Source: an optimization exercise on an open RTL-to-GDS flow (aim: small area). Production flows keep margins and buffers that such runs may drop.
RTL that was checked went through simulation tests only; none was proved equivalent to the original.

==> try-yarrow <==
==> flow/design.v (excerpt) <==
module calc(clk, rst, validIn, dataIn, dataOut);
input clk, rst, validIn;
input  [15:0] dataIn;
output [15:0] dataOut;
reg [1:0] state;
reg [15:0] num1;
reg [15:0] dataOutN;
assign dataOut = ~dataOutN;
wire inA = ~state[1] & ~state[0];
wire inB = state[0];
wire inC = state[1];
wire opAdd = dataOut[0];
wire isOp  = (dataIn[15:2] == 14'd0);
wire selSq  = inB & ~dataIn[0];
wire selMul = inC & ~opAdd;
wire [15:0] mb;
assign mb[0] = (selSq & num1[0]) | (selMul & dataIn[0]) | (inC & opAdd) | (inB & dataIn[0]);
assign mb[15:1] = ({15{selSq}} & num1[15:1]) | ({15{selMul}} & dataIn[15:1]);
wire injHi = inC & opAdd;
wire injLo = inB | (inC & opAdd);
wire [15:0] prod;
    wire pp_0_0 = ~(num1[0] & mb[0]);
    wire pp_1_0 = ~(num1[1] & mb[0]);
    wire pp_2_0 = ~(num1[2] & mb[0]);
    wire pp_3_0 = ~(num1[3] & mb[0]);
    wire pp_4_0 = ~(num1[4] & mb[0]);
    wire pp_5_0 = ~(num1[5] & mb[0]);
    wire pp_6_0 = ~(num1[6] & mb[0]);
    wire pp_7_0 = ~(num1[7] & mb[0]);
    wire pp_8_0 = ~(num1[8] & mb[0]);
    wire pp_9_0 = ~(num1[9] & mb[0]);
    wire pp_10_0 = ~(num1[10] & mb[0]);
    wire pp_11_0 = ~(num1[11] & mb[0]);
    wire pp_12_0 = ~(num1[12] & mb[0]);
    wire pp_13_0 = ~(num1[13] & mb[0]);
    wire pp_14_0 = ~(num1[14] & mb[0]);
    wire pp_15_0 = ~(num1[15] & mb[0]);
    wire pp_0_1 = ~((num1[0] & mb[1]) | (dataIn[1] & injHi));
    wire pp_1_1 = ~((num1[1] & mb[1]) | (dataIn[2] & injHi));
    wire pp_2_1 = ~((num1[2] & mb[1]) | (dataIn[3] & injHi));
    wire pp_3_1 = ~((num1[3] & mb[1]) | (dataIn[4] & injHi));
    wire pp_4_1 = ~((num1[4] & mb[1]) | (dataIn[5] & injHi));
    wire pp_5_1 = ~((num1[5] & mb[1]) | (dataIn[6] & injHi));
    wire pp_6_1 = ~((num1[6] & mb[1]) | (dataIn[7] & injHi));
    wire pp_7_1 = ~((num1[7] & mb[1]) | (dataIn[8] & injHi));
    wire pp_8_1 = ~((num1[8] & mb[1]) | (dataIn[9] & injHi));
    wire pp_9_1 = ~((num1[9] & mb[1]) | (dataIn[10] & injHi));
    wire pp_10_1 = ~((num1[10] & mb[1]) | (dataIn[11] & injHi));
  ...
clock: 8.0 ns
lec_check: 0
cap_margin: 20
core_margin: 2
core_utilization: 40
cts_buf_list: sky130_fd_sc_hd__clkbuf_8
slew_margin: 20
synth_hierarchical: 1
standard.sh (not shown) runs the stock make flow with config.mk's settings and CLKGATE_MAP_FILE= SYNTH_SCRIPT=/design/flow/synth_recipe.tcl, a recipe that flattens the netlist after the stock synthesis.
==> flow/flow/run.sh <==
#!/bin/bash
# Layout flow: the standard layout (standard.sh), with the port buffers
# that global placement inserts on every input and output port made from the
# smallest buffer cell instead of the cell the resizer picks by default.
# The resizer still upsizes any of them that needs more drive.
export BUFFER_PORTS_ARGS="-buffer_cell sky130_fd_sc_hd__buf_1"
bash standard.sh finish > standard.log 2>&1
==> try-sierra (differences from try-yarrow) <==
--- a/flow/design.v
+++ b/flow/design.v
@@ -2,27 +2,26 @@
 module calc(clk, rst, validIn, dataIn, dataOut);
 input clk, rst, validIn;
 input  [15:0] dataIn;
 output [15:0] dataOut;
 reg [1:0] state;
 reg [15:0] num1;
-reg [15:0] dataOutN;
-assign dataOut = ~dataOutN;
+reg [15:0] dataOut;
 wire inA = ~state[1] & ~state[0];
 wire inB = state[0];
 wire inC = state[1];
 wire opAdd = dataOut[0];
 wire isOp  = (dataIn[15:2] == 14'd0);
 wire selSq  = inB & ~dataIn[0];
 wire selMul = inC & ~opAdd;
 wire [15:0] mb;
 assign mb[0] = (selSq & num1[0]) | (selMul & dataIn[0]) | (inC & opAdd) | (inB & dataIn[0]);
 assign mb[15:1] = ({15{selSq}} & num1[15:1]) | ({15{selMul}} & dataIn[15:1]);
 wire injHi = inC & opAdd;
 wire injLo = inB | (inC & opAdd);
-wire [15:0] prod;
+wire [15:0] prodN;
     wire pp_0_0 = ~(num1[0] & mb[0]);
     wire pp_1_0 = ~(num1[1] & mb[0]);
     wire pp_2_0 = ~(num1[2] & mb[0]);
     wire pp_3_0 = ~(num1[3] & mb[0]);
     wire pp_4_0 = ~(num1[4] & mb[0]);
     wire pp_5_0 = ~(num1[5] & mb[0]);
@@ -438,29 +437,38 @@
     wire s237, c238;
     fa u_s237 (.a(c132), .b(s155), .c(c236), .s(s237), .co(c238));
     wire s239, c240;
     fa u_s239 (.a(c156), .b(s181), .c(c238), .s(s239), .co(c240));
     wire s241;
     xn2 u_s241 (.a(s210), .b(c240), .y(s241));
-    assign prod = ~{s241, s239, s237, s235, s233, s231, s229, s227, s225, s223, s221, s219, s217, s215, s213, s211};
+    assign prodN = {s241, s239, s237, s235, s233, s231, s229, s227, s225, s223, s221, s219, s217, s215, s213, s211};
 wire selRes = inC | (inB & isOp & dataIn[1]);
 wire [1:0] stn = inB ? (isOp ? (dataIn[1] ? 2'b00 : 2'b10) : 2'b01) : (inC ? 2'b00 : 2'b01);
-wire ld   = validIn & ~rst;
-wire sRes = ld & selRes;
-wire sIn  = ld & ~selRes;
-wire sOld = ~validIn & ~rst;
+wire ld    = validIn & ~rst;
+wire sResN = ~(ld & selRes);
+wire sIn   = ld & ~selRes;
+wire sOld  = ~validIn & ~rst;
+wire [15:0] dNext;
+genvar gi;
+generate for (gi = 0; gi < 16; gi = gi + 1) begin : g_out
+    omux u_omux (.pn(prodN[gi]), .x(dataIn[gi]), .q(dataOut[gi]),
+                 .s1n(sResN), .s2(sIn), .s3(sOld), .d(dNext[gi]));
+end endgenerate
 always @(posedge clk) begin
     if (inA) num1 <= dataIn;
     if (rst)
         state <= 2'b00;
     else if (validIn)
         state <= stn;
-    dataOutN <= ~(({16{sRes}} & prod) | ({16{sIn}} & dataIn) | ({16{sOld}} & dataOut));
+    dataOut <= dNext;
 end
 endmodule
 module fa(input a, input b, input c, output s, output co);
 assign s = a ^ b ^ c;
 assign co = (a & b) | (a & c) | (b & c);
 endmodule
 module xn2(input a, input b, output y);
 assign y = ~(a ^ b);
 endmodule
+module omux(input pn, input x, input q, input s1n, input s2, input s3, output d);
+assign d = ~((s1n | pn) & ~((x & s2) | (q & s3)));
+endmodule
==> flow/flow/run.sh (replaced) <==
#!/bin/bash
# Layout flow: the standard layout (standard.sh) with two changes:
# - the port buffers that global placement puts on every input and output
#   port are made from the smallest buffer cell (the resizer still upsizes
#   any that needs more drive);
# - clock tree synthesis adds no dummy loads (they only balance the leaf
#   buffers' loads and take area).
# Every tool's output goes to standard.log here, and ORFS's own logs.
export BUFFER_PORTS_ARGS="-buffer_cell sky130_fd_sc_hd__buf_1"
export CTS_ARGS="-sink_clustering_enable -repair_clock_nets -buf_list sky130_fd_sc_hd__clkbuf_8 -dont_use_dummy_load"
bash standard.sh finish > standard.log 2>&1
==> flow/config.mk (replaced) <==
export PLATFORM = sky130hd
export DESIGN_NAME = calc
export DESIGN_NICKNAME = calc
export VERILOG_FILES = /design/flow/design.v
export SDC_FILE = /design/flow/constraint.sdc
export NUM_CORES = 4
export LEC_CHECK = 0
export CAP_MARGIN = 0
export CORE_MARGIN = 2
export CORE_UTILIZATION = 65
export CTS_BUF_LIST = sky130_fd_sc_hd__clkbuf_8
export SLEW_MARGIN = 0
export SYNTH_HIERARCHICAL = 1
==> try-pepper (differences from try-yarrow) <==
--- a/flow/design.v
+++ b/flow/design.v
@@ -2,27 +2,26 @@
 module calc(clk, rst, validIn, dataIn, dataOut);
 input clk, rst, validIn;
 input  [15:0] dataIn;
 output [15:0] dataOut;
 reg [1:0] state;
 reg [15:0] num1;
-reg [15:0] dataOutN;
-assign dataOut = ~dataOutN;
+reg [15:0] dataOut;
 wire inA = ~state[1] & ~state[0];
 wire inB = state[0];
 wire inC = state[1];
 wire opAdd = dataOut[0];
 wire isOp  = (dataIn[15:2] == 14'd0);
 wire selSq  = inB & ~dataIn[0];
 wire selMul = inC & ~opAdd;
 wire [15:0] mb;
 assign mb[0] = (selSq & num1[0]) | (selMul & dataIn[0]) | (inC & opAdd) | (inB & dataIn[0]);
 assign mb[15:1] = ({15{selSq}} & num1[15:1]) | ({15{selMul}} & dataIn[15:1]);
 wire injHi = inC & opAdd;
 wire injLo = inB | (inC & opAdd);
-wire [15:0] prod;
+wire [15:0] prodN;
     wire pp_0_0 = ~(num1[0] & mb[0]);
     wire pp_1_0 = ~(num1[1] & mb[0]);
     wire pp_2_0 = ~(num1[2] & mb[0]);
     wire pp_3_0 = ~(num1[3] & mb[0]);
     wire pp_4_0 = ~(num1[4] & mb[0]);
     wire pp_5_0 = ~(num1[5] & mb[0]);
@@ -438,29 +437,38 @@
     wire s237, c238;
     fa u_s237 (.a(c132), .b(s155), .c(c236), .s(s237), .co(c238));
     wire s239, c240;
     fa u_s239 (.a(c156), .b(s181), .c(c238), .s(s239), .co(c240));
     wire s241;
     xn2 u_s241 (.a(s210), .b(c240), .y(s241));
-    assign prod = ~{s241, s239, s237, s235, s233, s231, s229, s227, s225, s223, s221, s219, s217, s215, s213, s211};
+    assign prodN = {s241, s239, s237, s235, s233, s231, s229, s227, s225, s223, s221, s219, s217, s215, s213, s211};
 wire selRes = inC | (inB & isOp & dataIn[1]);
 wire [1:0] stn = inB ? (isOp ? (dataIn[1] ? 2'b00 : 2'b10) : 2'b01) : (inC ? 2'b00 : 2'b01);
-wire ld   = validIn & ~rst;
-wire sRes = ld & selRes;
-wire sIn  = ld & ~selRes;
-wire sOld = ~validIn & ~rst;
+wire ld    = validIn & ~rst;
+wire sResN = ~(ld & selRes);
+wire sIn   = ld & ~selRes;
+wire sOld  = ~validIn & ~rst;
+wire [15:0] dNext;
+genvar gi;
+generate for (gi = 0; gi < 16; gi = gi + 1) begin : g_out
+    omux u_omux (.pn(prodN[gi]), .x(dataIn[gi]), .q(dataOut[gi]),
+                 .s1n(sResN), .s2(sIn), .s3(sOld), .d(dNext[gi]));
+end endgenerate
 always @(posedge clk) begin
     if (inA) num1 <= dataIn;
     if (rst)
         state <= 2'b00;
     else if (validIn)
         state <= stn;
-    dataOutN <= ~(({16{sRes}} & prod) | ({16{sIn}} & dataIn) | ({16{sOld}} & dataOut));
+    dataOut <= dNext;
 end
 endmodule
 module fa(input a, input b, input c, output s, output co);
 assign s = a ^ b ^ c;
 assign co = (a & b) | (a & c) | (b & c);
 endmodule
 module xn2(input a, input b, output y);
 assign y = ~(a ^ b);
 endmodule
+module omux(input pn, input x, input q, input s1n, input s2, input s3, output d);
+assign d = ~((s1n | pn) & ~((x & s2) | (q & s3)));
+endmodule
==> flow/flow/run.sh (replaced) <==
#!/bin/bash
# Layout flow: the standard layout (standard.sh) with these changes:
# - the port buffers that global placement puts on every input and output
#   port are made from the smallest buffer cell (the resizer still upsizes
#   any that needs more drive);
# - clock tree synthesis adds no dummy loads (they only balance the leaf
#   buffers' loads and take area);
# - the resizer may not use the large plain buffers (buf_4 and up) when it
#   splits high-fanout nets, so it uses the smaller ones. DONT_USE_CELLS is
#   the platform's list with those buffers added, after synthesis (which
#   runs unchanged).
# Every tool's output goes to standard.log here, and ORFS's own logs.
export BUFFER_PORTS_ARGS="-buffer_cell sky130_fd_sc_hd__buf_1"
export CTS_ARGS="-sink_clustering_enable -repair_clock_nets -buf_list sky130_fd_sc_hd__clkbuf_8 -dont_use_dummy_load"
DU="sky130_fd_sc_hd__probe_p_8 sky130_fd_sc_hd__probec_p_8 sky130_fd_sc_hd__lpflow_bleeder_1 sky130_fd_sc_hd__lpflow_clkbufkapwr_1 sky130_fd_sc_hd__lpflow_clkbufkapwr_16 sky130_fd_sc_hd__lpflow_clkbufkapwr_2 sky130_fd_sc_hd__lpflow_clkbufkapwr_4 sky130_fd_sc_hd__lpflow_clkbufkapwr_8 sky130_fd_sc_hd__lpflow_clkinvkapwr_1 sky130_fd_sc_hd__lpflow_clkinvkapwr_16 sky130_fd_sc_hd__lpflow_clkinvkapwr_2 sky130_fd_sc_hd__lpflow_clkinvkapwr_4 sky130_fd_sc_hd__lpflow_clkinvkapwr_8 sky130_fd_sc_hd__lpflow_decapkapwr_12 sky130_fd_sc_hd__lpflow_decapkapwr_3 sky130_fd_sc_hd__lpflow_decapkapwr_4 sky130_fd_sc_hd__lpflow_decapkapwr_6 sky130_fd_sc_hd__lpflow_decapkapwr_8 sky130_fd_sc_hd__lpflow_inputiso0n_1 sky130_fd_sc_hd__lpflow_inputiso0p_1 sky130_fd_sc_hd__lpflow_inputiso1n_1 sky130_fd_sc_hd__lpflow_inputiso1p_1 sky130_fd_sc_hd__lpflow_inputisolatch_1 sky130_fd_sc_hd__lpflow_isobufsrc_1 sky130_fd_sc_hd__lpflow_isobufsrc_16 sky130_fd_sc_hd__lpflow_isobufsrc_2 sky130_fd_sc_hd__lpflow_isobufsrc_4 sky130_fd_sc_hd__lpflow_isobufsrc_8 sky130_fd_sc_hd__lpflow_isobufsrckapwr_16 sky130_fd_sc_hd__lpflow_lsbuf_lh_hl_isowell_tap_1 sky130_fd_sc_hd__lpflow_lsbuf_lh_hl_isowell_tap_2 sky130_fd_sc_hd__lpflow_lsbuf_lh_hl_isowell_tap_4 sky130_fd_sc_hd__lpflow_lsbuf_lh_isowell_4 sky130_fd_sc_hd__lpflow_lsbuf_lh_isowell_tap_1 sky130_fd_sc_hd__lpflow_lsbuf_lh_isowell_tap_2 sky130_fd_sc_hd__lpflow_lsbuf_lh_isowell_tap_4  sky130_fd_sc_hd__buf_4 sky130_fd_sc_hd__buf_6 sky130_fd_sc_hd__buf_8 sky130_fd_sc_hd__buf_12 sky130_fd_sc_hd__buf_16"
bash standard.sh synth > standard_synth.log 2>&1
bash standard.sh "DONT_USE_CELLS=$DU" finish > standard.log 2>&1
==> flow/config.mk (replaced) <==
export PLATFORM = sky130hd
export DESIGN_NAME = calc
export DESIGN_NICKNAME = calc
export VERILOG_FILES = /design/flow/design.v
export SDC_FILE = /design/flow/constraint.sdc
export NUM_CORES = 4
export LEC_CHECK = 0
export CAP_MARGIN = 0
export CORE_MARGIN = 2
export CORE_UTILIZATION = 40
export CTS_BUF_LIST = sky130_fd_sc_hd__clkbuf_8
export SLEW_MARGIN = 0
export SYNTH_HIERARCHICAL = 1
==> try-ember (differences from try-yarrow) <==
--- a/flow/design.v
+++ b/flow/design.v
@@ -2,27 +2,26 @@
 module calc(clk, rst, validIn, dataIn, dataOut);
 input clk, rst, validIn;
 input  [15:0] dataIn;
 output [15:0] dataOut;
 reg [1:0] state;
 reg [15:0] num1;
-reg [15:0] dataOutN;
-assign dataOut = ~dataOutN;
+reg [15:0] dataOut;
 wire inA = ~state[1] & ~state[0];
 wire inB = state[0];
 wire inC = state[1];
 wire opAdd = dataOut[0];
 wire isOp  = (dataIn[15:2] == 14'd0);
 wire selSq  = inB & ~dataIn[0];
 wire selMul = inC & ~opAdd;
 wire [15:0] mb;
 assign mb[0] = (selSq & num1[0]) | (selMul & dataIn[0]) | (inC & opAdd) | (inB & dataIn[0]);
 assign mb[15:1] = ({15{selSq}} & num1[15:1]) | ({15{selMul}} & dataIn[15:1]);
 wire injHi = inC & opAdd;
 wire injLo = inB | (inC & opAdd);
-wire [15:0] prod;
+wire [15:0] prodN;
     wire pp_0_0 = ~(num1[0] & mb[0]);
     wire pp_1_0 = ~(num1[1] & mb[0]);
     wire pp_2_0 = ~(num1[2] & mb[0]);
     wire pp_3_0 = ~(num1[3] & mb[0]);
     wire pp_4_0 = ~(num1[4] & mb[0]);
     wire pp_5_0 = ~(num1[5] & mb[0]);
@@ -430,37 +429,59 @@
     wire s229, c230;
     fa u_s229 (.a(s71), .b(s69), .c(c228), .s(s229), .co(c230));
     wire s231, c232;
     fa u_s231 (.a(s87), .b(s89), .c(c230), .s(s231), .co(c232));
     wire s233, c234;
     fa u_s233 (.a(s107), .b(s109), .c(c232), .s(s233), .co(c234));
-    wire s235, c236;
-    fa u_s235 (.a(c110), .b(s131), .c(c234), .s(s235), .co(c236));
+    wire s235;
+    xn2 u_s235 (.a(c110), .b(s131), .y(s235));
+    wire c236 = c110 | s131;
     wire s237, c238;
     fa u_s237 (.a(c132), .b(s155), .c(c236), .s(s237), .co(c238));
     wire s239, c240;
     fa u_s239 (.a(c156), .b(s181), .c(c238), .s(s239), .co(c240));
     wire s241;
     xn2 u_s241 (.a(s210), .b(c240), .y(s241));
-    assign prod = ~{s241, s239, s237, s235, s233, s231, s229, s227, s225, s223, s221, s219, s217, s215, s213, s211};
+    wire s242 = c110 ^ s131;
+    wire c243 = c110 & s131;
+    wire s244, c245;
+    fa u_s244 (.a(c132), .b(s155), .c(c243), .s(s244), .co(c245));
+    wire s246, c247;
+    fa u_s246 (.a(c156), .b(s181), .c(c245), .s(s246), .co(c247));
+    wire s248;
+    xn2 u_s248 (.a(s210), .b(c247), .y(s248));
+    wire m249 = c234 ? s235 : s242;
+    wire m250 = c234 ? s237 : s244;
+    wire m251 = c234 ? s239 : s246;
+    wire m252 = c234 ? s241 : s248;
+    assign prodN = {m252, m251, m250, m249, s233, s231, s229, s227, s225, s223, s221, s219, s217, s215, s213, s211};
 wire selRes = inC | (inB & isOp & dataIn[1]);
 wire [1:0] stn = inB ? (isOp ? (dataIn[1] ? 2'b00 : 2'b10) : 2'b01) : (inC ? 2'b00 : 2'b01);
-wire ld   = validIn & ~rst;
-wire sRes = ld & selRes;
-wire sIn  = ld & ~selRes;
-wire sOld = ~validIn & ~rst;
+wire ld    = validIn & ~rst;
+wire sResN = ~(ld & selRes);
+wire sIn   = ld & ~selRes;
+wire sOld  = ~validIn & ~rst;
+wire [15:0] dNext;
+genvar gi;
+generate for (gi = 0; gi < 16; gi = gi + 1) begin : g_out
+    omux u_omux (.pn(prodN[gi]), .x(dataIn[gi]), .q(dataOut[gi]),
+                 .s1n(sResN), .s2(sIn), .s3(sOld), .d(dNext[gi]));
+end endgenerate
 always @(posedge clk) begin
     if (inA) num1 <= dataIn;
     if (rst)
         state <= 2'b00;
     else if (validIn)
         state <= stn;
-    dataOutN <= ~(({16{sRes}} & prod) | ({16{sIn}} & dataIn) | ({16{sOld}} & dataOut));
+    dataOut <= dNext;
 end
 endmodule
 module fa(input a, input b, input c, output s, output co);
 assign s = a ^ b ^ c;
 assign co = (a & b) | (a & c) | (b & c);
 endmodule
 module xn2(input a, input b, output y);
 assign y = ~(a ^ b);
 endmodule
+module omux(input pn, input x, input q, input s1n, input s2, input s3, output d);
+assign d = ~((s1n | pn) & ~((x & s2) | (q & s3)));
+endmodule
==> flow/flow/run.sh (replaced) <==
#!/bin/bash
# Layout flow: the standard layout (standard.sh) with two changes:
# - the port buffers that global placement puts on every input and output
#   port are made from the smallest buffer cell (the resizer still upsizes
#   any that needs more drive);
# - clock tree synthesis adds no dummy loads (they only balance the leaf
#   buffers' loads and take area).
# Every tool's output goes to standard.log here, and ORFS's own logs.
export BUFFER_PORTS_ARGS="-buffer_cell sky130_fd_sc_hd__buf_1"
export CTS_ARGS="-sink_clustering_enable -repair_clock_nets -buf_list sky130_fd_sc_hd__clkbuf_8 -dont_use_dummy_load"
bash standard.sh finish > standard.log 2>&1
==> flow/config.mk (replaced) <==
export PLATFORM = sky130hd
export DESIGN_NAME = calc
export DESIGN_NICKNAME = calc
export VERILOG_FILES = /design/flow/design.v
export SDC_FILE = /design/flow/constraint.sdc
export NUM_CORES = 4
export LEC_CHECK = 0
export CAP_MARGIN = 0
export CORE_MARGIN = 2
export CORE_UTILIZATION = 40
export CTS_BUF_LIST = sky130_fd_sc_hd__clkbuf_8
export SLEW_MARGIN = 0
export SYNTH_HIERARCHICAL = 1
==> impl_metrics.json <==
{
  "status": "complete, no violations",
  "critPathMaxFanout": 8,
  "critPathBufInv": 1,
  "muxShareOfSynthArea": 0.0101,
  "switching_share": 0.372,
  "crit_end": "dataOut[15]",
  "wl_met1_um": 4960
}
(the above is from try-ember)
==> impl_metrics.json <==
{
  "status": "complete, no violations",
  "ys_seq_area_frac": 0.193,
  "crit_cells": 21,
  "synth-edff-count": 16,
  "multi_input_area_share": 0.715,
  "switching_share": 0.373,
  "r2r_cells": 21,
  "fin_nets": 575,
  "hold_end": "dataOut[2]",
  "wl_met1_um": 4400,
  "muxShareOfSynthArea": 0,
  "critPathBufInv": 3
}
(the above is from try-sierra)
==> impl_metrics.json <==
{
  "switching_share": 0.371,
  "status": "complete, no violations",
  "synth_top_area_cell": "fa_1",
  "critPathBufInv": 1,
  "crit_end": "dataOut[15]",
  "critPathMaxFanout": 5,
  "wl_met1_um": 4670
}
(the above is from try-pepper)
==> impl_metrics.json <==
{
  "critPathBufInv": 1,
  "critPathMaxFanout": 5,
  "switching_share": 0.346,
  "wl_met1_um": 5260,
  "muxShareOfSynthArea": 0,
  "synth_top_family_by_area": "adder cells",
  "status": "complete, no violations"
}
(the above is from try-yarrow)
Only the layout flow was run in try-ember; the RTL was not checked for function there.

static timing again, ports no longer ideal:
The results above use ideal ports. As a check the final layouts listed here were re-extracted and re-timed, cells and wires unchanged. Step 1: set_driving_cell puts a clkbuf_16 on clk and a buf_2 on each other input, an assumption about the parent block. Step 2 times the ports against the registers' clock, not the clock port: input delays grow and output delays shrink by t, the midpoint of the rising clock arrivals with the driver on. Three values: ideal ports, drivers, drivers and shift; two values: the first two.
| run | t, ns | setup WS [ns] | worst setup path after step 2 | cell pins on the clock port's net |
|---|---|---|---|---|
| try-yarrow | 0.318 | 0.243 / 0.254 / -0.063 | input to register | 1 |
| try-sierra | 0.317 | 0.221 / 0.224 / -0.092 | input to register | 1 |
| try-pepper | 0.312 | 0.227 / 0.235 / -0.078 | input to register | 1 |
| try-ember | 0.308 | 1.074 / 1.078 / 0.770 | input to register | 1 |
Met with ideal ports but missed after step 2: setup timing in try-yarrow, try-sierra and try-pepper. The setup slack of try-sierra, which loses most, moves by +0.003 ns with the drivers and by -0.313 ns with both steps.
